Context: an optimization exercise on an open-source flow, tuned for small area. The choices shown serve that exercise and are no tape-out recipe.
The RTL was checked by simulation tests, not by an equivalence proof against the original design.
No activity file was given, so power comes from the tool's default toggle rates.

### design.v
module mux2Data(
	input select,
	input [31:0] a,b,
	output [31:0] y);
	wire [31:0] a_internal, b_internal;
	assign y = (select) ? b : a;
endmodule
module mux2RegD(
	input select,
	input[4:0] a,b,
	output [4:0] y);
	assign y = (select) ? b : a;
endmodule
module mux2Logic(
	input select,
	input[3:0] a,b,
	output [3:0] y);
	assign y = (select) ? b : a;
endmodule
module mux4Logic(
	input [1:0] select,
	input [3:0] a,b,c,d,
	output [3:0] y);
	assign y = select[1] ? (select[0] ? d : c) : (select[0] ? b : a);
endmodule
module mux4Data(
	input [1:0] select,
	input [31:0] a,b,c,d,
	output [31:0] y);
	assign y = select[1] ? (select[0] ? d : c) : (select[0] ? b : a);
endmodule
module flipflop (
    input clk, reset, writeEn,
    input [31:0] regIn,
    output reg [31:0] regOut);
    always @ (posedge clk) begin
        if (reset == 1) regOut <= 0;
        else if (writeEn) regOut <= regIn;
    end
endmodule  
module ripple_add #(parameter W = 32) (
    input [W-1:0] a, b,
    input cin,
    output [W-1:0] s,
    output cout);
    wire [W-1:0] p = a ^ b;
    wire [W-1:0] g = a & b;
    wire [W:0] c;
    assign c[0] = cin;
    genvar i;
    for (i = 0; i < W; i = i + 1) begin : rc
        assign c[i+1] = g[i] | (p[i] & c[i]);
    end
    assign s = p ^ c[W-1:0];
    assign cout = c[W];
endmodule
module ALU(
    input [31:0] regA,regB,
    input [3:0] aluoperation,
    output reg [31:0] regD,
    output zero,lt,gt,
    output is_comp);
    wire sub = aluoperation == 4'b0110 || aluoperation == 4'b0111;
    wire [31:0] sum;
    wire carry;
    ripple_add #(32) adder (.a(regA), .b(regB ^ {32{sub}}), .cin(sub), .s(sum), .cout(carry));
    assign lt = !carry;
    assign gt = 1'b0;
    assign is_comp = aluoperation == 4'b1000;
    always @(*) begin
        case (aluoperation)
            4'b0000 : regD = regA | regB;  
            4'b0001 : regD = regA & regB;  
            4'b0100 : regD = regA ^ regB;  
            4'b0111 : regD = {31'b0, lt};  
            default : regD = sum;          
        endcase
    end
    assign zero = regD == 32'd0;
endmodule
module alu_control (
    input [5:0] alu_function,
    input [1:0] alu_op,
    output reg [3:0] alu_control
    );
    always @(*) begin
        alu_control = 4'b0010;  
        if (alu_op == 2'b10) begin
            case (alu_function)
                6'b000000: alu_control = 4'b0000;  
                6'b000001: alu_control = 4'b0001;  
                6'b000010: alu_control = 4'b0010;  
                6'b000100: alu_control = 4'b0100;  
                6'b000110: alu_control = 4'b0110;  
                6'b000111: alu_control = 4'b0111;  
                6'b001000: alu_control = 4'b1000;  
                default: alu_control = 4'b0010;  
            endcase
        end
    end
endmodule  
module forwarding_unit(
    input RegW_en_mem, RegW_en_wb,
    input [4:0] mem_regD, wb_regD,
    input [4:0] reg_s, reg_t,
    output reg [1:0] selMuxRegA, selMuxRegB
);
always @(*) begin
        selMuxRegB = 2'b00;
        selMuxRegA = 2'b00;
        if (RegW_en_mem == 1 && mem_regD != 0) begin
            if ( mem_regD == reg_s ) begin
                selMuxRegA = 2'b10;
                selMuxRegB = 2'b00;
            end
            if ( mem_regD == reg_t ) begin
                selMuxRegB = 2'b10;
                selMuxRegA = 2'b00;
            end
        end
        else if (RegW_en_wb == 1 && wb_regD != 0) begin
            if (!(RegW_en_mem == 1 && mem_regD != 0)  && (mem_regD == reg_s )) begin
                if ( wb_regD == reg_s ) begin
                    selMuxRegA = 2'b01;
                    selMuxRegB = 2'b00;
                end
            end 
            if (!(RegW_en_mem == 1 && mem_regD != 0)  && (mem_regD == reg_t )) begin
                if ( wb_regD == reg_t ) begin
                    selMuxRegB = 2'b01;
                    selMuxRegA = 2'b00;
                end
            end
        end
    end
endmodule
module RegFile (
    input [4:0] regA, regB, regD,
    input [31:0] data_to_w,
    input clk, reset, RegWriteEn,
    output [31:0] regA_data, regB_data);
    reg [31:0] regfile [1:31];
    reg [31:1] written;
    reg [31:0] reg0;
    integer i;
    always @(posedge clk) begin
        if (reset)
            written <= 31'b0;
        else if (RegWriteEn && regD != 5'd0)
            written[regD] <= 1'b1;
    end
    always @(posedge clk) begin
        if (RegWriteEn && regD != 5'd0)
            regfile[regD] <= data_to_w;
    end
    always @(posedge clk) begin
        reg0 <= (!reset && RegWriteEn && regD == 5'd0) ? data_to_w : 32'b0;
    end
    reg [31:0] rawA, rawB;
    always @(*) begin
        rawA = (regA == 5'd0) ? reg0 : 32'b0;
        rawB = (regB == 5'd0) ? reg0 : 32'b0;
        for (i = 1; i < 32; i = i + 1) begin
            rawA = rawA | ({32{regA == i}} & regfile[i]);
            rawB = rawB | ({32{regB == i}} & regfile[i]);
        end
    end
    wire wA = (regA == 5'd0) ? 1'b1 : written[regA];
    wire wB = (regB == 5'd0) ? 1'b1 : written[regB];
    function [8:0] times10 (input [4:0] r);
        times10 = r * 9'd10;
    endfunction
    reg [8:0] initA, initB;
    integer t;
    always @(*) begin
        initA = 9'd0; initB = 9'd0;
        for (t = 0; t < 32; t = t + 1) begin
            if (regA == t) initA = times10(t);
            if (regB == t) initB = times10(t);
        end
    end
    assign regA_data = wA ? rawA : {23'b0, initA};
    assign regB_data = wB ? rawB : {23'b0, initB};
endmodule
module control (
    input clk,reset,
    input [31:0] instruction,
    input block_pipe_data_cache,
    input block_pipe_instr_cache,
    output reg ALU_REG_DEST,
    output reg is_branch,
    output reg MEM_R_EN, MEM_W_EN,
    output reg MEM_TO_REG,
    output reg WB_EN,
    output reg [1:0] ALU_OP,
    output [4:0] regA,
    output reg [4:0] regB, regD,
    output reg EN_REG_FETCH, EN_REG_DECODE, EN_REG_ALU, EN_REG_MEM,
    output reg is_immediate,
    output [31:0] inject_nop,
    output reg injecting_nop
    );
    wire [5:0] FUNCTION_INT;
    assign FUNCTION_INT = instruction [31:26];
    assign regA = instruction [25:21];
    reg [1:0] ALU_OP_internal;
    always @ ( * ) begin 
        WB_EN = 0;
        ALU_REG_DEST = 0;
        is_branch = 0;
        MEM_R_EN = 0;
        MEM_W_EN = 0;
        MEM_TO_REG = 0;
        ALU_OP = 2'b00;
        regD = 5'b00000;
        regB = 5'b00000;
        is_immediate = 0;
        EN_REG_FETCH = 1;
        EN_REG_DECODE = 1;
        EN_REG_ALU = 1;
        EN_REG_MEM = 1;
        injecting_nop = 1'b0;
        case({FUNCTION_INT})
            6'b000000: begin
                WB_EN = 1;
                ALU_REG_DEST = 1;
                is_branch = 0;
                MEM_R_EN = 0;
                MEM_W_EN = 0;
                MEM_TO_REG = 0;
                ALU_OP = 2'b10;
                regD = instruction[15:11];
                regB = instruction[20:16];
                is_immediate  = 0;
            end
            6'b000001: begin
                WB_EN = 0;
                ALU_REG_DEST = 1;
                is_branch = 0;
                MEM_R_EN = 0;
                MEM_W_EN = 0;
                MEM_TO_REG = 0;
                ALU_OP = 2'b10;
                regD = instruction[15:11];
                regB = instruction[20:16];
                is_immediate  = 0;
            end
            6'b000010: begin
                WB_EN = 1;
                ALU_REG_DEST = 1;
                is_branch = 0;
                MEM_R_EN = 0;
                MEM_W_EN = 0;
                MEM_TO_REG = 0;
                ALU_OP = 2'b11;
                regD = instruction[20:16];
                regB = 6'b000000;
                is_immediate  = 1;
            end
            6'b000011: begin
                WB_EN = 1;
                ALU_REG_DEST = 0;
                is_branch = 0;
                MEM_R_EN = 1;
                MEM_W_EN = 0;
                MEM_TO_REG = 1;
                ALU_OP = 2'b00;
                regD = instruction[20:16];
                regB = 6'b000000;
                is_immediate  = 1;
            end
            6'b000100: begin
                WB_EN = 1;
                ALU_REG_DEST = 0;
                is_branch = 0;
                MEM_R_EN = 1;
                MEM_W_EN = 0;
                MEM_TO_REG = 1;
                ALU_OP = 2'b00;
                regD = instruction[20:16];
                regB = 6'b000000;
                is_immediate  = 1;
            end
            6'b000101: begin
                WB_EN = 0;
                ALU_REG_DEST = 1;
                is_branch = 0;
                MEM_R_EN = 0;
                MEM_W_EN = 1;
                MEM_TO_REG = 0;
                ALU_OP = 2'b00;
                regB = instruction[20:16];
                regD = 6'b000000;
                is_immediate  = 1;
            end
            6'b000110: begin
                WB_EN = 0;
                ALU_REG_DEST = 1;
                is_branch = 0;
                MEM_R_EN = 0;
                MEM_W_EN = 1;
                MEM_TO_REG = 0;
                ALU_OP = 2'b00;
                regB = instruction[20:16];
                regD = 6'b000000;
                is_immediate  = 1;
            end
            6'b000111: begin
                WB_EN = 1;
                ALU_REG_DEST = 0;
                is_branch = 0;
                MEM_R_EN = 0;
                MEM_W_EN = 0;
                MEM_TO_REG = 0;
                ALU_OP = 2'b00;
                regD = instruction[20:16];
                regB = 6'b000000;
                is_immediate  = 0;
            end
            6'b001000: begin
                WB_EN = 1;
                ALU_REG_DEST = 0;
                is_branch = 0;
                MEM_R_EN = 0;
                MEM_W_EN = 0;
                MEM_TO_REG = 0;
                ALU_OP = 2'b00;
                regD = instruction[20:16];
                regB = 6'b000000;
                is_immediate  = 0;
            end
            6'b001001: begin
                WB_EN = 1;
                ALU_REG_DEST = 1;
                is_branch = 1;
                MEM_R_EN = 0;
                MEM_W_EN = 0;
                MEM_TO_REG = 0;
                ALU_OP = 2'b01;
                regD = 6'b000000;
                regB = instruction[20:16];
                is_immediate  = 1;
            end
            6'b001010: begin
                WB_EN = 0;
                ALU_REG_DEST = 1;
                is_branch = 1;
                MEM_R_EN = 0;
                MEM_W_EN = 0;
                MEM_TO_REG = 0;
                ALU_OP = 2'b01;
                regD = 6'b000000;
                regB = instruction[20:16];
                is_immediate  = 0;
            end
            6'b001011: begin
                WB_EN = 0;
                ALU_REG_DEST = 1;
                is_branch = 1;
                MEM_R_EN = 0;
                MEM_W_EN = 0;
                MEM_TO_REG = 0;
                ALU_OP = 2'b01;
                regD = 6'b000000;
                regB = instruction[20:16];
                is_immediate  = 0;
            end
            6'b001100: begin
                WB_EN = 1;
                ALU_REG_DEST = 1;
                is_branch = 0;
                MEM_R_EN = 0;
                MEM_W_EN = 0;
                MEM_TO_REG = 0;
                ALU_OP = 2'b10;
                is_immediate  = 0;
            end
            6'b001101: begin
                WB_EN = 1;
                ALU_REG_DEST = 1;
                is_branch = 0;
                MEM_R_EN = 0;
                MEM_W_EN =0;
                MEM_TO_REG =0;
                ALU_OP = 2'b10;
                is_immediate  = 0;
            end
            6'b001110: begin
                WB_EN = 1;
                ALU_REG_DEST = 1;
                is_branch = 0;
                MEM_R_EN = 0;
                MEM_W_EN =0;
                MEM_TO_REG =0;
                ALU_OP = 2'b10;
                is_immediate  = 0;
            end
            default: begin
                WB_EN = 0;
                ALU_REG_DEST = 0;
                is_branch = 0;
                MEM_R_EN = 0;
                MEM_W_EN =0;
                MEM_TO_REG =0;
                ALU_OP = 2'b10;
                is_immediate  = 0;
            end
        endcase
        if (block_pipe_instr_cache == 1'b1) begin
            EN_REG_FETCH = 0;
            EN_REG_DECODE = 1;
            EN_REG_ALU = 1;
            EN_REG_MEM = 1;
            injecting_nop = 1'b1;
             WB_EN =0; 
        end
        else begin
            EN_REG_FETCH = 1;
            injecting_nop = 1'b0;
        end
        if (block_pipe_data_cache  == 1'b1) begin
            EN_REG_FETCH = 0;
            EN_REG_DECODE = 0;
            EN_REG_ALU = 0;
            EN_REG_MEM = 0;
            WB_EN =0; 
        end
        else if (block_pipe_data_cache  == 1'b0 && block_pipe_instr_cache == 1'b0) begin
            EN_REG_FETCH = 1;
            EN_REG_DECODE = 1;
            EN_REG_ALU = 1;
            EN_REG_MEM = 1;     
        end
    end 
    assign inject_nop = 32'b0;
endmodule  
module store_buffer (    
    input clk, reset,flush, 
    input mem_read,
    input mem_write, 
    input [31:0] address, 
    input [31:0] writedata,
    input cache_ready_to_catch,
    output reg [31:0] data_read,
    output reg hit_storeBuffer,
    output [63:0] data_to_cache,
    output reg sending_data_to_cache,
    output reg storeBuffer_full,
    output exists_address,
    input cache_hit);
    reg [31:0] sbAddr [0:3];
    reg [31:0] sbData [0:3];
    reg [1:0] head;
    reg [2:0] count;
    assign exists_address = 1'b0;
    wire [2:0] cnt = flush ? 3'd0 : count;
    reg [3:0] vmask;
    reg [3:0] match;
    integer k;
    always @(*) begin
        for (k = 0; k < 4; k++) begin
            case (2'(k) - head)
                2'd0: vmask[k] = cnt != 3'd0;
                2'd1: vmask[k] = cnt[2] | cnt[1];
                2'd2: vmask[k] = cnt[2] | (cnt[1] & cnt[0]);
                default: vmask[k] = cnt[2];
            endcase
            match[k] = vmask[k] && sbAddr[k] == address;
        end
    end
    wire any_match = |match;
    wire [31:0] match_data = ({32{match[0]}} & sbData[0]) | ({32{match[1]}} & sbData[1])
                           | ({32{match[2]}} & sbData[2]) | ({32{match[3]}} & sbData[3]);
    wire do_read = mem_read && !cache_ready_to_catch;
    wire do_write = mem_write && !cache_ready_to_catch;
    wire insert = do_write && !any_match && cache_hit && cnt != 3'd4;
    wire drain = cache_ready_to_catch && cnt != 3'd0;
    wire [1:0] tail = head + cnt[1:0];
    always @ (posedge clk) begin
        for (k = 0; k < 4; k++) begin
            if (!reset && do_write && (match[k] || (insert && tail == k)))
                sbData[k] <= writedata;
            if (!reset && insert && tail == k)
                sbAddr[k] <= address;
        end
    end
    always @ (posedge clk) begin
        if (reset == 1'b1) begin
            head <= 2'd0;
            count <= 3'd0;
            sending_data_to_cache <= 1'b0;
            hit_storeBuffer <= 1'b0;
            storeBuffer_full <= 1'b0;
            data_read <= 32'b0;
        end
        else begin
            if (do_read && any_match)
                data_read <= match_data;
            if (do_read || do_write)
                hit_storeBuffer <= any_match;
            else if (flush)
                hit_storeBuffer <= 1'b0;
            if (cache_ready_to_catch)
                sending_data_to_cache <= drain;
            else if (flush)
                sending_data_to_cache <= 1'b0;
            if (drain)
                head <= head + 2'd1;
            count <= cnt + (insert ? 3'd1 : 3'd0) - (drain ? 3'd1 : 3'd0);
            storeBuffer_full <= (cnt + (insert ? 3'd1 : 3'd0) - (drain ? 3'd1 : 3'd0)) == 3'd4;
        end
    end
    wire [1:0] last = head - 2'd1;
    assign data_to_cache = {sbAddr[last], sbData[last]};
endmodule
module data_cache (    
    input clk, reset,flush, 
    input mem_read,
    input mem_write, 
    input [31:0] address, 
    input [31:0] writedata, 
    output [31:0] readdata,
    input [127:0] data_from_mem,
    input read_ready_from_mem,
    input written_data_ack,
    output reqD_mem,
    output reqD_stop,
    output [25:0] reqAddrD_mem,
    output reqD_cache_write,
    output reg [127:0] data_to_mem,
    output [25:0] reqAddrD_write_mem,
    output reg reqD_q,
    output reg reqD_stop_q);
    reg [127:0] dataCache [0:3];
    reg [25:0] dataTag [0:3];
    reg [3:0] dataValid;
    reg [3:0] dataDirty;
    reg pending_req;
    reg reqD_cache_write_q;
    reg [1:0] reqAddrD_write_row_q;
    reg [25:0] reqAddrD_mem_q;
    wire cache_hit;
    wire [3:0] addr_byte = address[3:0];
    wire [1:0] row = address[5:4];
    wire [25:0] addr_tag = address[31:6];
    wire [31:0] data_read_store_buffer;
    wire [63:0] data_to_write_from_SB;
    wire hit_storeBuffer, storeBuffer_full, exists_address_in_SB;
    wire sending_data_to_cache;
    wire [3:0] addr_byte_SB = data_to_write_from_SB[35:32];
    wire [1:0] rowSB = data_to_write_from_SB[37:36];
    wire cache_ready_to_catch = (!mem_read & !mem_write) | reqD_stop;
    store_buffer store_buffer(
        .clk(clk),
        .reset(reset),
        .flush(flush),
        .mem_read(mem_read),
        .mem_write(mem_write),
        .address(address),
        .writedata(writedata),
        .cache_ready_to_catch(cache_ready_to_catch),
        .data_read(data_read_store_buffer),
        .hit_storeBuffer(hit_storeBuffer),
        .data_to_cache(data_to_write_from_SB),
        .sending_data_to_cache(sending_data_to_cache),
        .storeBuffer_full(storeBuffer_full),
        .exists_address(exists_address_in_SB),
        .cache_hit(cache_hit)
    );
    assign readdata = hit_storeBuffer ? data_read_store_buffer : readdata_intern;
    wire [3:0] rowbit = 4'b1 << row;
    wire [3:0] rowSBbit = 4'b1 << rowSB;
    wire sbw = !reset && sending_data_to_cache && reqD_stop_q && !flush;
    wire fs_new = storeBuffer_full || sending_data_to_cache;
    wire p0 = pending_req && !flush;
    wire [3:0] v0 = flush ? 4'b0 : dataValid;
    wire [3:0] d0 = flush ? 4'b0 : dataDirty;
    wire [3:0] d1 = sbw ? (d0 | rowSBbit) : d0;
    wire fill = !reset && p0 && !fs_new && read_ready_from_mem && !d1[row];
    wire p2 = p0 && !fill && !(written_data_ack && !fs_new);
    wire look_r = !reset && !p2 && !fs_new && mem_read;
    wire look_w = !reset && !p2 && !fs_new && !mem_read && mem_write;
    wire [127:0] line_row = dataCache[row];
    wire [25:0] tag_row = dataTag[row];
    wire hit = fill || (v0[row] && tag_row == addr_tag);
    wire miss = (look_r || look_w) && !hit;
    wire dirty_miss = miss && d1[row];
    wire [127:0] line_rd = fill ? data_from_mem : line_row;
    wire [159:0] line_ext = {32'b0, line_rd};
    reg [63:0] win;
    always @(*) begin
        case (addr_byte[3:2])
            2'd0: win = line_ext[63:0];
            2'd1: win = line_ext[95:32];
            2'd2: win = line_ext[127:64];
            default: win = line_ext[159:96];
        endcase
    end
    reg [30:0] word_rd;
    always @(*) begin
        case (addr_byte[1:0])
            2'd0: word_rd = win[30:0];
            2'd1: word_rd = win[38:8];
            2'd2: word_rd = win[46:16];
            default: word_rd = win[54:24];
        endcase
    end
    wire [31:0] readdata_intern = {1'b0, word_rd};
    wire [158:0] sb_shift = {128'b0, data_to_write_from_SB[30:0]} << (addr_byte_SB*8);
    wire [18:0] off_hot = {3'b0, 16'b1 << addr_byte_SB};
    wire [15:0] byte_en = off_hot[15:0] | (off_hot[15:0] << 1) | (off_hot[15:0] << 2) | (off_hot[15:0] << 3);
    wire [15:0] bit7_en = off_hot[15:0] | (off_hot[15:0] << 1) | (off_hot[15:0] << 2);
    wire [127:0] line_wr = fill ? data_from_mem : sb_shift[127:0];
    integer r, j;
    always @ (posedge clk) begin
        for (r = 0; r < 4; r++) begin
            for (j = 0; j < 128; j++) begin
                if (!reset && ((fill && rowbit[r]) || (sbw && rowSBbit[r] && (j % 8 == 7 ? bit7_en[j/8] : byte_en[j/8]))))
                    dataCache[r][j] <= line_wr[j];
            end
            if (!reset && fill && rowbit[r])
                dataTag[r] <= addr_tag;
        end
    end
    assign cache_hit = sbw || ((look_r || look_w) && hit);
    assign reqD_stop = !reset && fs_new;
    assign reqD_mem = reset ? 1'b0 : miss ? 1'b1 : (flush || fill) ? 1'b0 : reqD_q;
    assign reqAddrD_mem = reset ? 26'b0 : miss ? address[27:2] : reqAddrD_mem_q;
    assign reqD_cache_write = reset ? 1'b0 : dirty_miss ? 1'b1 :
                              (flush || (look_w && miss)) ? 1'b0 : reqD_cache_write_q;
    wire [1:0] reqAddrD_write_row = reset ? 2'b0 : (look_w && dirty_miss) ? row :
                                    flush ? 2'b0 : reqAddrD_write_row_q;
    assign reqAddrD_write_mem = {20'b0, reqAddrD_write_row, 4'b0000};
    always @ (posedge clk) begin
        if (dirty_miss)
            data_to_mem <= line_row;
        reqD_q <= reqD_mem;
        reqD_stop_q <= reqD_stop;
        reqAddrD_mem_q <= reqAddrD_mem;
        reqD_cache_write_q <= reqD_cache_write;
        reqAddrD_write_row_q <= reqAddrD_write_row;
        if (reset == 1'b1) begin
            pending_req <= 1'b0;
            dataDirty <= 4'b0;
            dataValid <= 4'b0;
        end
        else begin
            pending_req <= p2 || miss;
            dataValid <= fill ? (v0 | rowbit) : v0;
            if (dirty_miss)
                dataDirty <= d1 & ~rowbit;
            else if (look_w && hit)
                dataDirty <= d1 | rowbit;
            else
                dataDirty <= d1;
        end
    end
endmodule  
module instr_cache (    
    input clk, reset,flush, 
    input mem_read,
    input [31:0] address, 
    output [31:0] readdata,
    input [127:0] data_from_mem,
    input read_ready_from_mem,
    input written_data_ack,
    output reqI_mem,
    output reg reqI_q,
    output [25:0] reqAddrI_mem,
    output cache_hit);
    reg [123:0] dataCache [0:3];
    reg [25:0] dataTag [0:3];
    reg [3:0] dataValid;
    reg pending_req;
    reg [30:0] readdata_q;
    wire [1:0] addr_word = address[3:2];
    wire [1:0] row = address[5:4];
    wire [25:0] addr_tag = address[31:6];
    assign reqAddrI_mem = address[29:4];
    wire [123:0] line_in = {data_from_mem[126:96], data_from_mem[94:64],
                            data_from_mem[62:32], data_from_mem[30:0]};
    wire fill = !reset && !flush && pending_req && read_ready_from_mem;
    wire p1 = pending_req && !flush && !read_ready_from_mem && !written_data_ack;
    wire [3:0] v1 = flush ? 4'b0 : dataValid;
    wire look = !reset && !p1 && mem_read;
    wire [123:0] line = dataCache[row];
    wire [30:0] word = line[addr_word*31 +: 31];
    wire hit = look && v1[row] && dataTag[row] == addr_tag;
    wire miss = look && !hit;
    assign cache_hit = hit;
    assign readdata = reset ? 32'b0 : hit ? {1'b0, word} : flush ? 32'b0 : {1'b0, readdata_q};
    assign reqI_mem = reset ? 1'b0 : miss ? 1'b1 : (flush || fill) ? 1'b0 : reqI_q;
    always @ (posedge clk) begin
        if (fill) begin
            dataCache[row] <= line_in;
            dataTag[row] <= addr_tag;
        end
    end
    always @ (posedge clk) begin
        readdata_q <= readdata[30:0];
        reqI_q <= reqI_mem;
        if (reset == 1'b1) begin
            pending_req <= 1'b0;
            dataValid <= 4'b0;
        end
        else begin
            dataValid <= fill ? (v1 | (4'b1 << row)) : v1;
            pending_req <= miss || p1;
        end
    end
endmodule
module memory_controller (    
    input clk, reset, 
    input reqI_cache,
    input reqD_cache,
    input reqD_cache_write,
    input [25:0] reqAddrD_mem,
    input [25:0] reqAddrD_write_mem,
    input [25:0] reqAddrI_mem,
    input [127:0] data_from_cache,
    output reg [127:0] data_to_cache,
    output reg read_ready_for_icache,
    output reg read_ready_for_dcache,
    output reg written_data_ack,
    output [25:0] mem_addr,
    input [127:0] mem_rdata,
    output [25:0] mem_waddr,
    output [127:0] mem_wdata,
    output mem_we);
    reg [3:0] state;
    reg arbitror;
    reg [25:0] data_req_to_mem;
    reg [1:0] where_to_write;
    reg write_to_mem;
    assign mem_addr = data_req_to_mem;
    assign mem_waddr = {20'b0, where_to_write, 4'b0000};
    assign mem_wdata = data_from_cache;
    assign mem_we = write_to_mem;
    wire accept = (reqI_cache || reqD_cache) && state == 4'd0 && !read_ready_for_icache && !read_ready_for_dcache;
    wire issue = state == 4'd4;
    wire respond = state == 4'd8;
    wire do_write = issue && !arbitror && reqD_cache_write;
    always @ (posedge clk) begin
        if (reset == 1'b1) begin
            state <= 4'd0;
            arbitror <= 1'b0;
            data_req_to_mem <= 26'b0;
            write_to_mem <= 1'b0;
            written_data_ack <= 1'b0;
            read_ready_for_icache <= 1'b0;
            read_ready_for_dcache <= 1'b0;
        end
        else begin
            if (accept) begin
                state <= 4'd1;
                arbitror <= !reqD_cache;
            end
            else if (respond)
                state <= 4'd0;
            else if (state != 4'd0)
                state <= state + 4'd1;
            if (issue)
                data_req_to_mem <= arbitror ? reqAddrI_mem : reqAddrD_mem;
            write_to_mem <= do_write;
            written_data_ack <= do_write;
            read_ready_for_icache <= respond && arbitror;
            read_ready_for_dcache <= respond && !arbitror;
        end
    end
    always @ (posedge clk) begin
        if (reset)
            where_to_write <= 2'b0;
        else if (do_write)
            where_to_write <= reqAddrD_write_mem[5:4];
    end
    always @ (*) data_to_cache = mem_rdata;
endmodule  
module fetch_stage(
    input [31:0] PCbranch,
    input clk,reset,writePCEn,flush,
    input BRANCH, 
    input EN_REG,
    input mem_read_q,
    input [127:0] instr_from_mem,
    input read_ready_from_mem,
    input written_data_ack_from_mem,
    output reg [31:0] PCnext,
    output reg [31:0] instruction,
    output reqI_mem,
    output reqI_q,
    output [25:0] reqAddrI_mem);
    wire [31:0] PC_internal_plus_4, PC_internal_plus_4_int,PC_address_to_PC,instruction_internal;
    wire [31:0] PC_INTERNAL;
    wire cache_hit;
    int count_ready_next_inst;
    mux2Data muxSelectPC(
        .select(BRANCH),
        .a(PC_internal_plus_4),
        .b(PCbranch),
        .y(PC_address_to_PC)
    );
    wire [31:2] PC_inc;
    wire PC_inc_carry;
    ripple_add #(30) pc_inc (.a(PC_INTERNAL[31:2]), .b(30'b0), .cin(1'b1), .s(PC_inc), .cout(PC_inc_carry));
    assign PC_internal_plus_4 = {PC_inc, 2'b00};
    instr_cache instr_cache(
        .clk(clk),
        .reset(reset),
        .flush(flush), 
        .mem_read(mem_read_q),
        .address(PC_INTERNAL), 
        .readdata(instruction_internal),
        .data_from_mem(instr_from_mem),
        .read_ready_from_mem(read_ready_from_mem),
        .written_data_ack(written_data_ack_from_mem),
        .reqI_mem(reqI_mem),
        .reqI_q(reqI_q),
        .reqAddrI_mem(reqAddrI_mem),
        .cache_hit(cache_hit)
    );
    reg [31:2] PC_q;
    always @ (posedge clk) begin
        if (reset == 1) PC_q <= 0;
        else if (EN_REG & !read_ready_from_mem & cache_hit) PC_q <= PC_address_to_PC[31:2];
    end
    assign PC_INTERNAL = {PC_q, 2'b00};
    assign instruction = instruction_internal;
    always @ (posedge clk) begin
        if (flush || reset) begin
            PCnext <= 0;
        end
        else if (EN_REG && !read_ready_from_mem) begin
            PCnext <= {PC_address_to_PC[31:2], 2'b00};
        end
    end
endmodule
module decode_stage(
    input clk,reset,flush,
    input [31:0] PCNEXT_init,
    input [31:0] instruction,
    input [4:0] registerD,
    input [31:0]registerD_data,
    input RegW_en,
    input EN_REG,
    input block_pipe_data_cache,
    input block_pipe_instr_cache,
    output reg [31:0] RegAdata,
    output reg [31:0] RegBdata,
    output reg [31:0] lower_half_instruction,
    output reg [31:0] PCNEXT,
    output reg WB_EN, MEM_R_EN, MEM_W_EN,
    output reg [4:0] regD_reg,
    output reg [4:0] regD_imme,
    output reg ALU_REG_DEST,
    output reg is_BRANCH,
    output reg [5:0] FUNCTION,
    output reg [4:0] regA, regB,
    output reg MEM_TO_REG,
    output reg [1:0] ALU_OP,
    output reg EN_REG_FETCH, EN_REG_DECODE, EN_REG_ALU, EN_REG_MEM,
    output reg is_immediate    );
    wire [31:0] instruction_internal,lower_half_instruction_internal;
    wire [31:0] PC_internal,PCnext_internal;
    wire [31:0] regAdata_internal,regBdata_internal;
    wire [4:0] regD_reg_internal, regD_imme_internal;
    wire ALU_REG_DEST_INT, IS_BRANCH_INT;
    wire MEM_R_EN_INT, MEM_W_EN_INT, MEM_TO_REG_INT, WB_EN_INT;
    wire [1:0] ALU_OP_INT;
    wire [5:0] FUNCTION_INT;
    wire [4:0] regA_int, regB_int, regD_init,regD_int;
    wire EN_REG_FETCH_INT, EN_REG_DECODE_INT, EN_REG_ALU_INT, EN_REG_MEM_INT;
    wire is_immediate_int;
    wire [31:0] inject_nop;
    wire injecting_nop;
    assign EN_REG_FETCH = EN_REG_FETCH_INT;
    assign EN_REG_DECODE = EN_REG_DECODE_INT;
    assign EN_REG_ALU = EN_REG_ALU_INT;
    assign EN_REG_MEM = EN_REG_MEM_INT;
    assign FUNCTION_INT = instruction [31:26];
    control control(
        .clk(clk),
        .reset(reset),
        .instruction(instruction),
        .ALU_REG_DEST(ALU_REG_DEST_INT),
        .is_branch(IS_BRANCH_INT),
        .MEM_R_EN(MEM_R_EN_INT),
        .MEM_W_EN(MEM_W_EN_INT),
        .MEM_TO_REG(MEM_TO_REG_INT),
        .WB_EN(WB_EN_INT),
        .regA(regA_int),
        .regB(regB_int),
        .regD(regD_int),
        .ALU_OP(ALU_OP_INT),
        .EN_REG_FETCH(EN_REG_FETCH_INT),
        .EN_REG_DECODE(EN_REG_DECODE_INT),
        .EN_REG_ALU(EN_REG_ALU_INT),
        .EN_REG_MEM(EN_REG_MEM_INT),
        .is_immediate(is_immediate_int),
        .block_pipe_instr_cache(block_pipe_instr_cache),
        .block_pipe_data_cache(block_pipe_data_cache),
        .inject_nop(inject_nop),
        .injecting_nop(injecting_nop)
    );
    RegFile registers(
        .clk(clk),
        .reset(reset),
        .regA(regA_int),
        .regB(regB_int),
        .regD(registerD),
        .data_to_w(registerD_data),
        .RegWriteEn(RegW_en),
        .regA_data(regAdata_internal),
        .regB_data(regBdata_internal)
    );
    mux2Data nop_injection(
        .a(instruction),
        .b(inject_nop),
        .y(instruction_internal),
        .select(injecting_nop)
    );
    assign lower_half_instruction_internal = { 16'b0, instruction_internal[15:0] };
    assign regD_reg_internal = instruction_internal[20:16];
    assign regD_imme_internal = instruction_internal[15:11];
    always @ (posedge clk) begin
        if (reset) begin
            RegAdata <= 0;
            RegBdata <= 0;
            lower_half_instruction  <= 0;
            PCNEXT <= 0;
            WB_EN <= 0;
            MEM_R_EN <= 0;
            MEM_W_EN <= 0;
            regD_reg  <= 0;
            regD_imme  <= 0;
            ALU_REG_DEST <= 0;
            is_BRANCH <= 0;
            MEM_R_EN <= 0;
            MEM_W_EN <= 0;
            MEM_TO_REG <= 0;
            WB_EN <= 0;
            FUNCTION <= 6'b000000;
            regA  <= 5'b00000;
            regB <= 5'b00000;
            ALU_OP <= 0;
            is_immediate <= 0;
        end
        else begin
            if (flush) begin
                RegAdata <= 0;
                RegBdata <= 0;
                lower_half_instruction  <= 0;
                PCNEXT <= 0;
                WB_EN <= 0;
                MEM_R_EN <= 0;
                MEM_W_EN <= 0;
                regD_reg  <= 0;
                regD_imme  <= 0;
                ALU_REG_DEST <= 0;
                is_BRANCH <= 0;
                MEM_R_EN <= 0;
                MEM_W_EN <= 0;
                MEM_TO_REG <= 0;
                WB_EN <= 0;
                FUNCTION <= 6'b000000;
                regA  <= 5'b00000;
                regB <= 5'b00000;
                ALU_OP <= 0;
                is_immediate <= 0;
            end
            else if (EN_REG) begin
                RegAdata <= regAdata_internal;
                RegBdata <= regBdata_internal;
                lower_half_instruction  <= lower_half_instruction_internal;
                PCNEXT<= PCNEXT_init;
                WB_EN <= WB_EN_INT;
                MEM_R_EN <= MEM_R_EN_INT;
                MEM_W_EN <= MEM_W_EN_INT;
                regD_reg <= regD_int;
                regD_imme <= regD_imme_internal;
                ALU_REG_DEST <= ALU_REG_DEST_INT;
                is_BRANCH <= IS_BRANCH_INT;
                MEM_R_EN <= MEM_R_EN_INT;
                MEM_TO_REG <= MEM_TO_REG_INT;
                FUNCTION <= FUNCTION_INT;
                regA  <= regA_int;
                regB <= regB_int;
                ALU_OP <= ALU_OP_INT;
                is_immediate <= is_immediate_int;
            end
        end
    end
endmodule
module alu_stage(
    input clk, reset, 
    input [4:0] mem_regD, wb_regD,
    input RegW_en_mem, RegW_en_wb,
    input [31:0] regAdata_init,regBdata_init,
    input [4:0] reg_s,reg_t,
    input [31:0] regFromWB, regFromMem,
    input [31:0] lower_half_instruction,
    input WB_EN_INIT, MEM_R_EN_INIT, MEM_W_EN_INIT,
    input [31:0] PCNEXT_init,
    input [1:0] ALU_OP,
    input REG_DEST,
    input [4:0] regD_reg,
    input [4:0] regD_imme,
    input is_BRANCH_init,
    input EN_REG,
    input MEM_TO_REG_INIT,
    input [5:0] FUNCTION,
    input is_immediate,
    output reg MEM_TO_REG,
    output reg [31:0] regDdata, regBdata,
    output reg zero,  
    output reg WB_EN, MEM_R_EN, MEM_W_EN,
    output reg [31:0] PCNEXT,
    output reg is_BRANCH,
    output reg [4:0] regD
    );
    wire [31:0] unused_data;
    wire [31:0] regDdata_internal;
    wire [31:0] regBdata_internal,regBdata_pre_internal;
    wire [31:0] regAdata_internal;
    wire [31:0] immediate;
    wire zero_internal;
    wire [4:0] regD_internal;
    wire [1:0] selMuxRegA, selMuxRegB;
    wire lt,gt;
    wire [3:0] alu_control_int;
    wire [31:0] PC_NEXT_INTERNAL;
    wire [5:0] FUNCTION_TO_ALU;
    assign immediate = lower_half_instruction;
    assign FUNCTION_TO_ALU = lower_half_instruction [5:0];
    wire [31:2] PC_target;
    wire PC_target_carry;
    ripple_add #(30) pc_add (.a(PCNEXT_init[31:2]), .b(lower_half_instruction[29:0]), .cin(1'b0), .s(PC_target), .cout(PC_target_carry));
    assign PC_NEXT_INTERNAL = {PC_target, 2'b00};
    assign unused_data = 32'h0000;
    alu_control alu_controller(
        .alu_function(FUNCTION_TO_ALU),
        .alu_op(ALU_OP),
        .alu_control(alu_control_int)
    );
    forwarding_unit forward_logic(
        .RegW_en_mem(RegW_en_mem),
        .RegW_en_wb(RegW_en_wb),
        .mem_regD(mem_regD),
        .wb_regD(wb_regD),
        .reg_s(reg_s),
        .reg_t(reg_t),
        .selMuxRegA(selMuxRegA),
        .selMuxRegB(selMuxRegB)
    );
    mux2RegD muxRegD (
        .select(REG_DEST),
        .a(regD_imme),
        .b(regD_reg),
        .y(regD_internal)
    );
    mux4Data muxRegA (
        .select(selMuxRegA),
        .a(regAdata_init),
        .b(regFromWB),
        .c(regFromMem),
        .d(unused_data),
        .y(regAdata_internal)
    );
    mux2Data muxImmeRegB(
        .select(is_immediate),
        .a(regBdata_init),
        .b(immediate),
        .y(regBdata_pre_internal)
    );
    mux4Data muxRegB (
        .select(selMuxRegB),
        .a(regBdata_pre_internal),
        .b(regFromWB),
        .c(regFromMem),
        .d(unused_data),
        .y(regBdata_internal)
    );
    ALU alu(
        .regA(regAdata_internal),
        .regB(regBdata_internal),
        .aluoperation(alu_control_int),
        .regD(regDdata_internal),
        .zero(zero_internal),
        .lt(lt),
        .gt(gt)
    );
    always @ (posedge clk) begin
        if (reset) begin
            WB_EN <= 0;
            MEM_R_EN <= 0;
            MEM_W_EN <= 0;
            regDdata <= 0;
            zero <= 0;
            regBdata <= 0;
            PCNEXT <= 0;
            regD <= 0;
            is_BRANCH <= 0;
            MEM_TO_REG <= 0;
        end
        else if (EN_REG) begin
            WB_EN <= WB_EN_INIT;
            MEM_R_EN <= MEM_R_EN_INIT;
            MEM_W_EN <= MEM_W_EN_INIT;
            regDdata <= regDdata_internal;
            regBdata <= regBdata_internal;
            zero <= zero_internal;
            PCNEXT <= PC_NEXT_INTERNAL;
            regD <= regD_internal;
            is_BRANCH <= is_BRANCH_init;
            MEM_TO_REG <= MEM_TO_REG_INIT;
        end
    end
endmodule
module mem_stage(
    input clk, reset,zero, flush,
    input WB_EN_INIT, MEM_R_EN_INIT, MEM_W_EN_INIT,
    input [31:0] regBdata_write_data,regData_address,
    input [31:0] PCNEXT_INIT,
    input is_BRANCH,
    input EN_REG,
    input [4:0] regD_init,
    input MEM_TO_REG_INIT,
    output reg WB_EN,
    output reg MEM_TO_REG,
    output reg [31:0] read_data_mem,
    output reg [31:0] alu_result,
    output reg BRANCH,
    output reg [31:0] PCNEXT,
    output reg [4:0] regD,
    input [127:0] data_from_mem,
    input read_ready_from_mem,
    input written_data_ack_from_mem,
    output reqD_mem,
    output [25:0] reqAddrD_mem,
    output [127:0] data_to_mem,
    output reqD_cache_write,
    output [25:0] reqAddrD_write_mem,
    output reqD_stop,
    output reqD_q,
    output reqD_stop_q
);
    wire [31:0] read_data_mem_intern;
    assign BRANCH = is_BRANCH & zero;
    data_cache data_cache(
        .clk(clk), 
        .reset(reset),
        .flush(flush), 
        .mem_read(MEM_R_EN_INIT),
        .mem_write(MEM_W_EN_INIT), 
        .address(regData_address), 
        .writedata(regBdata_write_data), 
        .readdata(read_data_mem_intern),
        .data_from_mem ( data_from_mem),
        .read_ready_from_mem (read_ready_from_mem),
        .written_data_ack( written_data_ack_from_mem),
        .reqD_mem (reqD_mem),
        .reqD_stop(reqD_stop),
        .reqD_q(reqD_q),
        .reqD_stop_q(reqD_stop_q),
        .reqAddrD_mem ( reqAddrD_mem),
        .reqD_cache_write ( reqD_cache_write),
        .data_to_mem ( data_to_mem),
        .reqAddrD_write_mem(reqAddrD_write_mem)
    );
    always @ (posedge clk) begin
        if (reset) begin
            WB_EN <= 0;
            MEM_TO_REG <= 0;
            read_data_mem <= 0;
            alu_result <= 0;
            PCNEXT <= 32'b00000000000000000000000000000000;
            regD <= 0;
        end
        else if (EN_REG) begin
            WB_EN <= WB_EN_INIT;
            MEM_TO_REG <= MEM_R_EN_INIT;
            alu_result <= regData_address;
            read_data_mem <= read_data_mem_intern;
            PCNEXT <= PCNEXT_INIT;
            regD <= regD_init;
        end
    end
endmodule
module writeB_stage(
    input clk, reset, 
    input RegW_en_init,
    input [31:0] alu_result, memReadVal,
    input [4:0] RegD_init,
    input MemToReg,
    output [31:0] WriteData,
    output [4:0] RegD,
    output RegW_en);
    wire [31:0] WriteData_internal;
    mux2Data dataFromtoW(
        .select(MemToReg),
        .a(alu_result),
        .b(memReadVal),
        .y(WriteData_internal)
    );
    assign RegD = RegD_init;
    assign WriteData = WriteData_internal;
    assign RegW_en = RegW_en_init;
endmodule 
module core(
    input clk, reset, flush,
    output [25:0] mem_addr,
    input [127:0] mem_rdata,
    output [25:0] mem_waddr,
    output [127:0] mem_wdata,
    output mem_we
);
    wire [31:0] instruction_to_decode;
    wire [31:0] PCnext_to_decode;
    wire [31:0] RegAdata_to_alu, RegBdata_to_alu;
    wire [31:0] lower_half_instruction_to_alu;
    wire WB_EN_TO_ALU, MEM_R_EN_TO_ALU, MEM_W_EN_TO_ALU, ALU_REG_DEST_TO_ALU;
    wire [31:0] PC_TO_ALU;
    wire [4:0] regD_reg_ALU, regD_imme_ALU;
    wire is_BRANCH_TO_ALU;
    wire [1:0] ALU_OP_TO_ALU;
    wire [5:0] FUNCTION_TO_ALU;
    wire [4:0] reg_s, reg_t;
    wire MEM_TO_REG_TO_ALU;
    wire [31:0] regDdata_to_mem, regBdata_to_mem;
    wire zero_to_mem;
    wire WB_EN_TO_MEM, MEM_R_EN_TO_MEM, MEM_W_EN_TO_MEM;
    wire [31:0] PC_TO_MEM;
    wire is_BRANCH_TO_MEM;
    wire MEM_TO_REG_TO_MEM;
    wire WB_EN_TO_WB;
    wire MEM_TO_REG_TO_WB;
    wire [31:0] alu_result_to_wb;
    wire [31:0] read_data_mem_to_wb;
    wire [31:0] write_data_to_reg;
    wire [4:0] destination_reg;
    wire RegW_en_to_decode;
    wire BRANCH_TO_FETCH;
    wire [31:0] PCNEXT_TO_FETCH;
    wire [4:0] regD_to_wb;
    wire [4:0] regD_to_mem;
    wire is_immediate;
    wire EN_REG_FETCH, EN_REG_DECODE, EN_REG_ALU, EN_REG_MEM;
    wire reqI_cache, read_ready_for_icache, write,written_data_ack;
    wire [127:0] data_to_cache,data_to_mem;
    wire [25:0] reqAddrI_mem;
    wire reqD_cache, reqD_stop,reqD_cache_write;
    wire read_ready_for_dcache;
    wire [25:0] reqAddrD_mem,reqAddrD_write_mem;
    wire block_pipe_data_cache, block_pipe_instr_cache;
    wire reqI_q, reqD_q, reqD_stop_q;
    wire EN_FETCH_Q = !(reqI_q | reqD_q | reqD_stop_q);
    assign block_pipe_data_cache = reqD_cache | reqD_stop;
    assign block_pipe_instr_cache = reqI_cache;
    fetch_stage fetch_state(
        .PCbranch(PCNEXT_TO_FETCH),
        .clk(clk),
        .reset(reset),
        .flush(flush),
        .writePCEn(EN_REG_FETCH),
        .BRANCH(BRANCH_TO_FETCH),
        .PCnext(PCnext_to_decode),
        .instruction(instruction_to_decode),
        .EN_REG ( EN_REG_FETCH),
        .mem_read_q(EN_FETCH_Q),
        .reqI_q(reqI_q),
        .read_ready_from_mem(read_ready_for_icache),
        .written_data_ack_from_mem(written_data_ack),
        .reqI_mem(reqI_cache),
        .reqAddrI_mem(reqAddrI_mem),
        .instr_from_mem(data_to_cache)
    );
    decode_stage decode_state(
        .clk(clk),
        .reset(reset),
        .flush(flush),
        .PCNEXT_init(PCnext_to_decode),
        .instruction(instruction_to_decode),
        .registerD(destination_reg),
        .registerD_data(write_data_to_reg),
        .RegW_en ( RegW_en_to_decode),
        .EN_REG ( EN_REG_DECODE),
        .RegAdata(RegAdata_to_alu),
        .RegBdata(RegBdata_to_alu),
        .lower_half_instruction(lower_half_instruction_to_alu),
        .PCNEXT(PC_TO_ALU),
        .WB_EN(WB_EN_TO_ALU), 
        .MEM_R_EN(MEM_R_EN_TO_ALU), 
        .MEM_W_EN(MEM_W_EN_TO_ALU),
        .regD_reg(regD_reg_ALU),
        .regD_imme(regD_imme_ALU),
        .ALU_OP(ALU_OP_TO_ALU),
        .ALU_REG_DEST(ALU_REG_DEST_TO_ALU),
        .is_BRANCH(is_BRANCH_TO_ALU),
        .FUNCTION(FUNCTION_TO_ALU),
        .regA(reg_s),
        .regB(reg_t),
        .MEM_TO_REG(MEM_TO_REG_TO_ALU),
        .EN_REG_FETCH(EN_REG_FETCH),
        .EN_REG_DECODE(EN_REG_DECODE),
        .EN_REG_ALU(EN_REG_ALU),
        .EN_REG_MEM(EN_REG_MEM),
        .is_immediate(is_immediate),
        .block_pipe_data_cache(block_pipe_data_cache),
        .block_pipe_instr_cache(block_pipe_instr_cache)
    );
    alu_stage alu_state(
        .clk(clk),
        .reset(reset),
        .mem_regD(regD_to_mem),
        .wb_regD(regD_to_wb),
        .RegW_en_mem(WB_EN_TO_MEM),
        .RegW_en_wb(RegW_en_to_decode),
        .regAdata_init(RegAdata_to_alu),
        .regBdata_init(RegBdata_to_alu),
        .reg_s(reg_s),
        .reg_t(reg_t),
        .regFromWB(write_data_to_reg),
        .regFromMem(alu_result_to_wb),
        .lower_half_instruction(lower_half_instruction_to_alu),
        .FUNCTION(FUNCTION_TO_ALU),
        .WB_EN_INIT(WB_EN_TO_ALU), 
        .MEM_R_EN_INIT(MEM_R_EN_TO_ALU),
        .MEM_W_EN_INIT(MEM_W_EN_TO_ALU),
        .MEM_TO_REG_INIT( MEM_TO_REG_TO_ALU),
        .is_immediate(is_immediate),
        .PCNEXT_init(PC_TO_ALU),
        .ALU_OP(ALU_OP_TO_ALU),
        .REG_DEST(ALU_REG_DEST_TO_ALU),
        .regD_reg(regD_reg_ALU),
        .regD_imme(regD_imme_ALU),
        .is_BRANCH_init(is_BRANCH_TO_ALU),
        .EN_REG ( EN_REG_ALU),
        .regDdata(regDdata_to_mem),
        .regBdata(regBdata_to_mem),
        .zero(zero_to_mem),
        .WB_EN(WB_EN_TO_MEM), 
        .MEM_R_EN(MEM_R_EN_TO_MEM),
        .MEM_W_EN(MEM_W_EN_TO_MEM),
        .MEM_TO_REG( MEM_TO_REG_TO_MEM),
        .PCNEXT(PC_TO_MEM),
        .regD ( regD_to_mem),
        .is_BRANCH(is_BRANCH_TO_MEM)
    );
    mem_stage mem_state(
        .clk(clk),
        .reset(reset),
        .flush(flush),
        .WB_EN_INIT(WB_EN_TO_MEM), 
        .MEM_R_EN_INIT(MEM_R_EN_TO_MEM),
        .MEM_W_EN_INIT(MEM_W_EN_TO_MEM),
        .regBdata_write_data(regBdata_to_mem),
        .regData_address(regDdata_to_mem),
        .PCNEXT_INIT(PC_TO_MEM),
        .zero(zero_to_mem),
        .is_BRANCH(is_BRANCH_TO_MEM),
        .WB_EN(WB_EN_TO_WB),
        .MEM_TO_REG_INIT( MEM_TO_REG_TO_MEM),
        .MEM_TO_REG( MEM_TO_REG_TO_WB),
        .read_data_mem( read_data_mem_to_wb),
        .alu_result (alu_result_to_wb),
        .regD_init (regD_to_mem),
        .regD (regD_to_wb),
        .BRANCH (BRANCH_TO_FETCH),
        .PCNEXT (PCNEXT_TO_FETCH),
        .EN_REG (EN_REG_MEM),
        .data_from_mem(data_to_cache),
        .read_ready_from_mem(read_ready_for_dcache),
        .written_data_ack_from_mem(written_data_ack),
        .reqD_mem(reqD_cache),
        .reqAddrD_mem(reqAddrD_mem),
        .data_to_mem(data_to_mem),
        .reqD_cache_write(reqD_cache_write),
        .reqAddrD_write_mem(reqAddrD_write_mem),
        .reqD_stop(reqD_stop),
        .reqD_q(reqD_q),
        .reqD_stop_q(reqD_stop_q)
    );
    writeB_stage writeB_state(
        .clk(clk),
        .reset(reset),
        .RegW_en_init(WB_EN_TO_WB),
        .alu_result(alu_result_to_wb),
        .memReadVal(read_data_mem_to_wb),
        .RegD_init(regD_to_wb),
        .MemToReg( MEM_TO_REG_TO_WB),
        .WriteData(write_data_to_reg),
        .RegD(destination_reg),
        .RegW_en(RegW_en_to_decode)
    );
    memory_controller memory_controller(
        .clk(clk), 
        .reset(reset), 
        .reqI_cache (reqI_cache),
        .reqD_cache (reqD_cache),
        .reqD_cache_write ( reqD_cache_write),
        .reqAddrD_mem ( reqAddrD_mem),
        .reqAddrI_mem ( reqAddrI_mem),
        .data_from_cache ( data_to_mem),
        .data_to_cache (data_to_cache),
        .read_ready_for_icache (read_ready_for_icache),
        .read_ready_for_dcache(read_ready_for_dcache),
        .written_data_ack (written_data_ack),
        .reqAddrD_write_mem(reqAddrD_write_mem),
        .mem_addr(mem_addr),
        .mem_rdata(mem_rdata),
        .mem_waddr(mem_waddr),
        .mem_wdata(mem_wdata),
        .mem_we(mem_we)
    );
endmodule
### standard.sh
#!/bin/bash
# synth_recipe.tcl (not shown) runs the flow's synth.tcl, then flattens the netlist and writes it again
# the make line also repeats each setting of config.mk as NAME=value (left out here)
make -C /OpenROAD-flow-scripts/flow DESIGN_CONFIG=/design/flow/config.mk WORK_HOME=/design/flow/orfs CLKGATE_MAP_FILE= SYNTH_SCRIPT=/design/flow/synth_recipe.tcl "${@:-finish}"
### config.mk
export PLATFORM = sky130hd
export DESIGN_NAME = core
export DESIGN_NICKNAME = core
export VERILOG_FILES = /design/flow/design.v
export SDC_FILE = /design/flow/constraint.sdc
export NUM_CORES = 4
export LEC_CHECK = 0
export CAP_MARGIN = 20
export CORE_MARGIN = 2
export CORE_UTILIZATION = 50
export CTS_BUF_LIST = sky130_fd_sc_hd__clkbuf_16
export CTS_CLUSTER_DIAMETER = 80
export CTS_CLUSTER_SIZE = 20
export PLACE_DENSITY = 0.6
export SLEW_MARGIN = 20
### constraint.sdc
create_clock -name core_clock -period 25.0 [get_ports {clk}]
set_input_delay 5.0000 -clock core_clock [delete_from_list [all_inputs] [get_ports {clk}]]
set_output_delay 5.0000 -clock core_clock [all_outputs]
set_load 0.01 [all_outputs]
### flow/run.sh
#!/bin/bash
# The standard layout (the standard.sh, unchanged synthesis and steps),
# with two choices of how cells are picked:
#  - port buffers use the smallest buffer cell instead of a delay cell;
#  - clock tree synthesis inserts no dummy loads, with larger sink clusters
#    and 16x clock buffers.
# Every tool's output goes to the ORFS logs under orfs/logs; the make output
# as a whole is kept in flow_run.log.
set -o pipefail
export BUFFER_PORTS_ARGS="-buffer_cell sky130_fd_sc_hd__buf_1"
export CTS_ARGS="-sink_clustering_enable -repair_clock_nets -dont_use_dummy_load -buf_list sky130_fd_sc_hd__clkbuf_16 -sink_clustering_size 20 -sink_clustering_max_diameter 80"
bash standard.sh 2>&1 | tee flow_run.log
==> results of run 1 <==
-- logic make-up after synthesis --
family	count (synthesis)	share of synthesized area [%]
mux	623	7.71
other cells	1	0.00269
compound gates	2564	13.0
fa+ha+maj	191	1.97
simple gates	2459	8.16
buf+inv	947	2.86
flops	3208	64.7
xor+xnor	251	1.58
-- stage by stage --
step                      utilization [%]  total power [mW]  cell area (sq um)
after floorplan                         -              5.97             139000
after global placement               52.5              6.08             145000
after detailed placement             52.5              6.08             145000
after CTS                            54.3              9.07             150000
after global routing                 54.3              9.25             150000
final                                54.3              9.07             150000
-- worst min-delay path by stage --
stage	start	endpoint	slack (ns)
3_5_place_dp	mem_state.data_cache.dataValid[0]	mem_state.data_cache.dataValid[0]	0.44
3_3_place_gp	mem_state.data_cache.dataValid[3]	mem_state.data_cache.dataValid[3]	0.43
4_1_cts	alu_state.PCNEXT[12]	mem_state.PCNEXT[12]	0.42
5_1_grt	alu_state.PCNEXT[12]	mem_state.PCNEXT[12]	0.43
2_1_floorplan	mem_state.data_cache.dataValid[2]	mem_state.data_cache.dataValid[2]	0.42
6_report	alu_state.PCNEXT[12]	mem_state.PCNEXT[12]	0.41
-- worst register-to-register path, delay by kind of cell, from the launching register on --
family	cells	cell delay, ns
adders and majority gates	31	12.11
AOI/OAI and AO/OA	6	1.52
and+or+nand+nor	10	2.26
buffers and inverters	4	0.49
DFF	1	0.37
-- layout make-up --
class	count	area, sq um	area share, %
flip-flops and latches	3208	90200	60.0
multi-input cells	6112	46200	30.7
clock buffers	194	4850	3.23
well taps	3705	4640	3.08
repair buffers	619	3680	2.45
inverters	171	644	0.429
diodes	32	80.1	0.0533
-- routing by layer --
metal / up-vias / track usage (%) / wire length [microns]
li1: 40000 / - / -
met1: 50800 / 51.9 / 204000
met2: 8696 / 52.2 / 225000
met3: 1895 / 13.7 / 85800
met4: 40 / 19.1 / 35200
met5: - / 0.0843 / 282
-- synthesized netlist by cell type (49+ instances only) --
master       n
a22o_1     179
a221oi_1   187
nor2_1     573
buf_1       89
edfxtp_1  2592
o21ai_0    367
o31ai_1     79
nand3_1    210
xnor2_1    190
inv_1      167
a222oi_1   156
a21oi_1    521
nor2b_1     67
and3_1      64
clkbuf_1   545
and2_1      51
mux2i_1    245
xor2_1      60
dfxtp_1    616
nor3_1     126
nand4_1    149
mux4_2     330
nor4_1      49
ha_1       144
a22oi_1    588
buf_2       87
nand2_1   1012
a211oi_1   173
-- report_power, final --
| part | leakage (nW) | total [mW] | internal (mW) | switching [mW] |
|---|---|---|---|---|
| Clock | 2.39 | 3.10 | 1.37 | 1.73 |
| Sequential | 28.8 | 5.74 | 5.72 | 0.0201 |
| Combinational | 17.6 | 0.224 | 0.0612 | 0.163 |
| Total | 48.9 | 9.07 | 7.16 | 1.91 |
==> results.ini, run 1 <==
[sta]
fin_hold_ws_ns=0.408
period_share_pct=67.4
tns_ns=0
clock_skew_ns=0.132
worstMarginPinSlew_ns=1.35
setup_viol=0
min_period_ns=16.86
slew_headroom_pct=10.2
final_hold_viol_count=0
setup_slack_ns=8.14
slew_viol_final=0
fmax_mhz=59.3
grt_setup_unrepaired=false

[global_route]
grt_pass1_vias=93800
grt_pass1_wl_microns=750000
grt_max_degree=125
antenna_found_initial=54
grt.total_usage_pct=37.7
overflow=0

[critical_path]
critical_path_depth=51
worst_r2r_endpoint=alu_state.zero
setup.worst_path.start=alu_state.regD[0]
endpoint_kind=register
cp.required_ns=25.83
arrival_ns=17.68
cp_slowest_stage_delay_ns=0.58
r2r-start=alu_state.regD[0]
r2r.worst_path.cells=51
cp-endpoint=alu_state.zero
crit_buf_inv=4
crit_family=adder cells
crit_path_start_kind=register
reg2reg_slack_ns=8.14
cpMostUsedCell=fa_1
worst_path_max_delay_cell=or4_1
cp_max_fo=36
setup.worst_path.class=register to register

[detailed_routing]
antenna_left=0
drtPass1Iterations=10
drtIter0Drc=19900
wl_per_cell_microns=39.2
avgViaCountPerCell=7.22
vias=101000
drcViolationCount=0
drt-total-wl_microns=550000

[cells_and_area]
final_cell_mix=2592 x edfxtp_1, 1008 x nand2_1, 603 x dfxtp_1, 588 x a22oi_1, 542 x nor2_1
layout_commonest_cell=edfxtp_1
num-nets-final=10600
reg_top3=decode_state.registers.regfile (992), mem_state.data_cache.dataCache (512), fetch_state.instr_cache.dataCache (496)
largest_register_ffs=992
finalNonFillerCells=14000
syn2layout_area_growth_pct=7.89
drive_gt1_share_pct=10.6
regMostFlops=decode_state.registers.regfile
fill_cells=22700

[cts]
htreeDepth=4
clkSinkCount=3208
clockBufferDepth=4
ctsResizeCount=0
postCtsSetupBuffers=0
cts-buffers-inserted=194
tritoncts=built
root_buffer=clkbuf_16
clk_transition_reported_paths_ns=0.08
clkLatencyLatePin_ns=1.00
hold_buffers=0

[flow_run]
drv_cap=0

[synthesis]
ys_top_cells_by_area=edfxtp_1 56%, dfxtp_1 8.9%, mux4_2 5.3%
synth_edf_count=2592
async_flop_share_pct=0
ys.flop_type=edfxtp_1
yosysUniqueCellTypes=110
syn-instance-count=10200
synth_top_cell_area_share_pct=55.9
ys_seq_elements=3208
yosysTopAreaCell=edfxtp_1
avgSynthCellArea_sq_um=13.6
synth.yosys.seq_area_share_pct=64.7
yosysWarnings=23
syn_area_sq_mm=0.139

[placement]
dp.cells=13800
io_buffers=287
place.gp.congestion=0.991
hpwl_microns=345000
place_ws_ns=8.35

[floorplan]
fp.dieH_microns=532
fp.dieW_microns=532
ioPinCount=312
rows=193
core_region_area_sq_mm=0.277
start_util_pct=50.3
die_area_sq_mm=0.283

[power]
peakVddDrop_v=0.0000603
leakage_nw=48.9
power_density_mw_per_mm2=60.4

[worst_hold_path]
min_delay_path_depth=2
hp-class=register to register

[outcome]
status=finished clean

==> run 2, diff against run 1 <==
--- a/config.mk
+++ b/config.mk
@@ -7,9 +7,9 @@
 export LEC_CHECK = 0
 export CAP_MARGIN = 20
 export CORE_MARGIN = 2
-export CORE_UTILIZATION = 50
+export CORE_UTILIZATION = 62
 export CTS_BUF_LIST = sky130_fd_sc_hd__clkbuf_16
 export CTS_CLUSTER_DIAMETER = 80
 export CTS_CLUSTER_SIZE = 20
-export PLACE_DENSITY = 0.6
+export PLACE_DENSITY = 0.7
 export SLEW_MARGIN = 20
==> run 2 against run 1 <==
Design area fell by 0.94%. Register-to-register slack got worse by 0.46 ns. Highest routed layer unchanged. Synthesized area is the same. Fmax shrank 2.6%. Wire length is 4.6% lower. Total power is 1.3% lower. Count of clock-buffer cells in the layout down 8. Cell count fell by 5.4%. Global-route usage grew 7.3 points. Synthesized cell count unchanged. Via count is 1.2% higher.
==> results.ini, run 2 <==
[cells_and_area]
regMostFlops=decode_state.registers.regfile
final_cell_mix=2592 x edfxtp_1, 1007 x nand2_1, 595 x dfxtp_1, 588 x a22oi_1, 541 x nor2_1
largest_register_ffs=992  ; unchanged
reg_top3=decode_state.registers.regfile (992), mem_state.data_cache.dataCache (512), fetch_state.instr_cache.dataCache (496)
fill_cells=15700  ; -31%
num-nets-final=10600  ; -0.44%
syn2layout_area_growth_pct=6.88
drive_gt1_share_pct=10.3  ; -0.34 points
layout_commonest_cell=edfxtp_1
finalNonFillerCells=13300  ; -5.4%

[detailed_routing]
wl_per_cell_microns=39.5  ; +0.88%
avgViaCountPerCell=7.72  ; +7.0%
drtPass1Iterations=13  ; +3
drcViolationCount=0  ; unchanged
drt-total-wl_microns=525000  ; -4.6%
antenna_left=0  ; unchanged
vias=103000  ; +1.2%
drtIter0Drc=21800  ; +9.3%

[floorplan]
die_area_sq_mm=0.228  ; -19%
fp.dieW_microns=478  ; -10%
core_region_area_sq_mm=0.223  ; -20%
rows=173  ; -10%
start_util_pct=62.5  ; +12 points
fp.dieH_microns=478  ; -10%
ioPinCount=312  ; unchanged

[synthesis]
yosysTopAreaCell=edfxtp_1
syn-instance-count=10200  ; unchanged
synth_common_cells=2592 x edfxtp_1, 1012 x nand2_1, 616 x dfxtp_1
syn_area_sq_mm=0.139  ; unchanged
ys_seq_elements=3208  ; unchanged
ys_top_cells_by_area=edfxtp_1 56%, dfxtp_1 8.9%, mux4_2 5.3%
synth_top_cell_area_share_pct=55.9  ; unchanged
ys.flop_type=edfxtp_1
synth_edf_count=2592  ; unchanged
synth.yosys.seq_area_share_pct=64.7  ; unchanged
async_flop_share_pct=0  ; unchanged
yosysMostFrequentCell=edfxtp_1
avgSynthCellArea_sq_um=13.6  ; unchanged
yosysWarnings=23  ; unchanged
yosysUniqueCellTypes=110  ; unchanged

[critical_path]
endpoint_kind=register
worst_path_max_delay_cell=or2_2
cpMostUsedCell=fa_1
cp_slowest_stage_delay_ns=0.73  ; +0.15 ns
cp_max_fo=38  ; +5.6%
cp.required_ns=25.83  ; about the same
crit_path_start_kind=register
setup.worst_path.class=register to register
arrival_ns=18.14  ; +0.46 ns

[worst_hold_path]
hp-class=register to register

[sta]
grt_setup_unrepaired=false
fmax_mhz=57.8  ; -2.6%
setup_viol=0  ; unchanged
setup_slack_ns=7.69  ; -0.456 ns
period_share_pct=69.3  ; +1.8 points
slew_viol_final=0  ; unchanged
slew_headroom_pct=13.5  ; +3.3 points
min_period_ns=17.31  ; +0.456 ns
tns_ns=0  ; unchanged
worstMarginPinSlew_ns=1.26  ; -0.0838 ns
final_hold_viol_count=0  ; unchanged
clock_skew_ns=0.101  ; -0.0311 ns

[power]
p_int_mw=7.10  ; -0.83%
clock_power_share_pct=33.4  ; -0.8 points
peakVddDrop_v=0.0000770  ; +28%
power.switching_mw=1.86  ; -3.0%
leakage_nw=48.6  ; -0.58%
p_comb_share_pct=2.5  ; about the same
seq_power_share_pct=64.1  ; +0.8 points
power_density_mw_per_mm2=60.1  ; -0.34%
p_sw_share_pct=20.7  ; -0.36 points

[global_route]
grt_pass1_vias=94900  ; +1.1%
overflow=0  ; unchanged
antenna_found_initial=59  ; +9.3%
grt_pass1_wl_microns=722000  ; -3.6%
grt.total_usage_pct=45.0  ; +7.3 points
grt_max_degree=151  ; +21%

[cts]
clk_transition_reported_paths_ns=0.09  ; about the same
postCtsSetupBuffers=0  ; unchanged
cts-buffers-inserted=186  ; -4.1%
clkSinkCount=3208  ; unchanged
ctsResizeCount=0  ; unchanged
tritoncts=built
htreeDepth=4  ; unchanged
hold_buffers=0  ; unchanged
root_buffer=clkbuf_16
clkLatencyLatePin_ns=0.92  ; -0.08 ns
clockBufferDepth=3  ; -1

[placement]
place.gp.congestion=1.03  ; +4.0%
place_ws_ns=7.96  ; -0.385 ns
dp.cells=13000  ; -5.6%
io_buffers=287  ; unchanged
hpwl_microns=321000  ; -6.7%

[flow_run]
drv_cap=0  ; unchanged

[outcome]
status=finished clean

==> run 2: cell counts after synthesis <==
No cell type changed its count.
==> run 2: layout make-up <==
type | instances | area (sq um) | share of cell area (%)
repair buffers | 580 | 3390 | 2.28
flip-flops and latches | 3208 | 90200 | 60.6
clock buffers | 186 | 4650 | 3.13
inverters | 171 | 644 | 0.433
diodes | 44 | 110 | 0.0740
well taps | 2975 | 3720 | 2.50
multi-input cells | 6112 | 46200 | 31.0
==> run 2: critical path: cells and delay by family (launching register included) <==
family	cells	cell delay (ns)
AND/OR/NAND/NOR	7	1.53
AO/OA/AOI/OAI	5	1.71
XOR/XNOR	1	0.18
flip-flops	1	0.48
buffers and inverters	5	0.93
adder cells (fa/ha/maj)	32	12.41
==> run 2: logic make-up (layout without fill, tap and decap cells) <==
logic type	Yosys count	in the layout	share of synthesized area (%)
XOR/XNOR	251	251	1.58
multiplexers	623	623	7.71
other	1	68	0.00269
AND/OR/NAND/NOR	2459	2459	8.16
buffers and inverters	947	937	2.86
AO/OA/AOI/OAI	2564	2564	13.0
flip-flops	3208	3208	64.7
adder cells (fa/ha/maj)	191	191	1.97
==> run 2: per-stage QoR <==
stage / utilization, % / hold slack (ns) / total power [mW] / cell area, sq um
final: 66.8 / 0.430 / 8.95 / 149000
after global routing: 66.8 / 0.451 / 9.12 / 149000
after CTS: 66.8 / 0.423 / 8.93 / 149000
after detailed placement: 64.7 / 0.432 / 6.07 / 144000
after global placement: 64.7 / 0.431 / 6.07 / 144000
after floorplan: - / 0.418 / 5.97 / 139000
==> run 2: worst paths after layout <==
path / startpoint / endpoint / slack [ns] / cells past startpoint
hold / removal: alu_state.PCNEXT[2] / mem_state.PCNEXT[2] / 0.43 / 2
setup reg to reg: mem_state.regD[0] / alu_state.zero / 7.69 / 50
hold reg to reg: alu_state.PCNEXT[2] / mem_state.PCNEXT[2] / 0.43 / 2
setup / recovery: mem_state.regD[0] / alu_state.zero / 7.69 / 50
==> run 2: power groups by stage <==
stage	clock [mW]	sequential [mW]	combinational, mW
floorplan	0	5.85	0.118
global placement	0	5.86	0.207
detailed placement	0	5.86	0.212
CTS	2.97	5.74	0.212
global route	3.15	5.74	0.228
finish	2.99	5.74	0.221
==> run 2: per-layer routing <==
| layer | wire (microns) | up-vias | GRT usage, % |
|---|---|---|---|
| met5 | 354 | - | 0.672 |
| met4 | 38700 | 50 | 24.5 |
| met3 | 98900 | 2421 | 20.7 |
| met2 | 209000 | 10100 | 60.6 |
| met1 | 177000 | 50000 | 60.4 |
| li1 | - | 39900 | - |

==> port drivers added, routing unchanged <==
The results above use ideal ports. As a check the final layouts listed here were re-extracted and re-timed, cells and wires unchanged. Step 1 (the two cells are an assumption about what drives the block):
set clk [get_ports {clk}]
set_driving_cell -lib_cell sky130_fd_sc_hd__clkbuf_16 $clk
set_driving_cell -lib_cell sky130_fd_sc_hd__buf_2 [delete_from_list [all_inputs] $clk]
Step 2, shift: input delay + t, output delay - t, t = (earliest + latest rising clock arrival at the registers) / 2. This alone moves slack from input paths to output paths. Slacks: no drivers / after step 1 / after step 2; pairs: no drivers / after step 1.
run | t (ns) | setup WS [ns] | latest minus earliest clock arrival (ns) | slew at the worst register clock pin (ns) | worst data-port slew with drivers (ns)
run 1 | 1.014 | 8.142 / 8.142 / 8.142 | 0.151 / 0.151 | 0.10 / 0.10 | 0.18
run 2 | 0.964 | 7.686 / 7.686 / 7.686 | 0.101 / 0.101 | 0.09 / 0.09 | 0.20
After both steps every run listed still meets setup and hold.
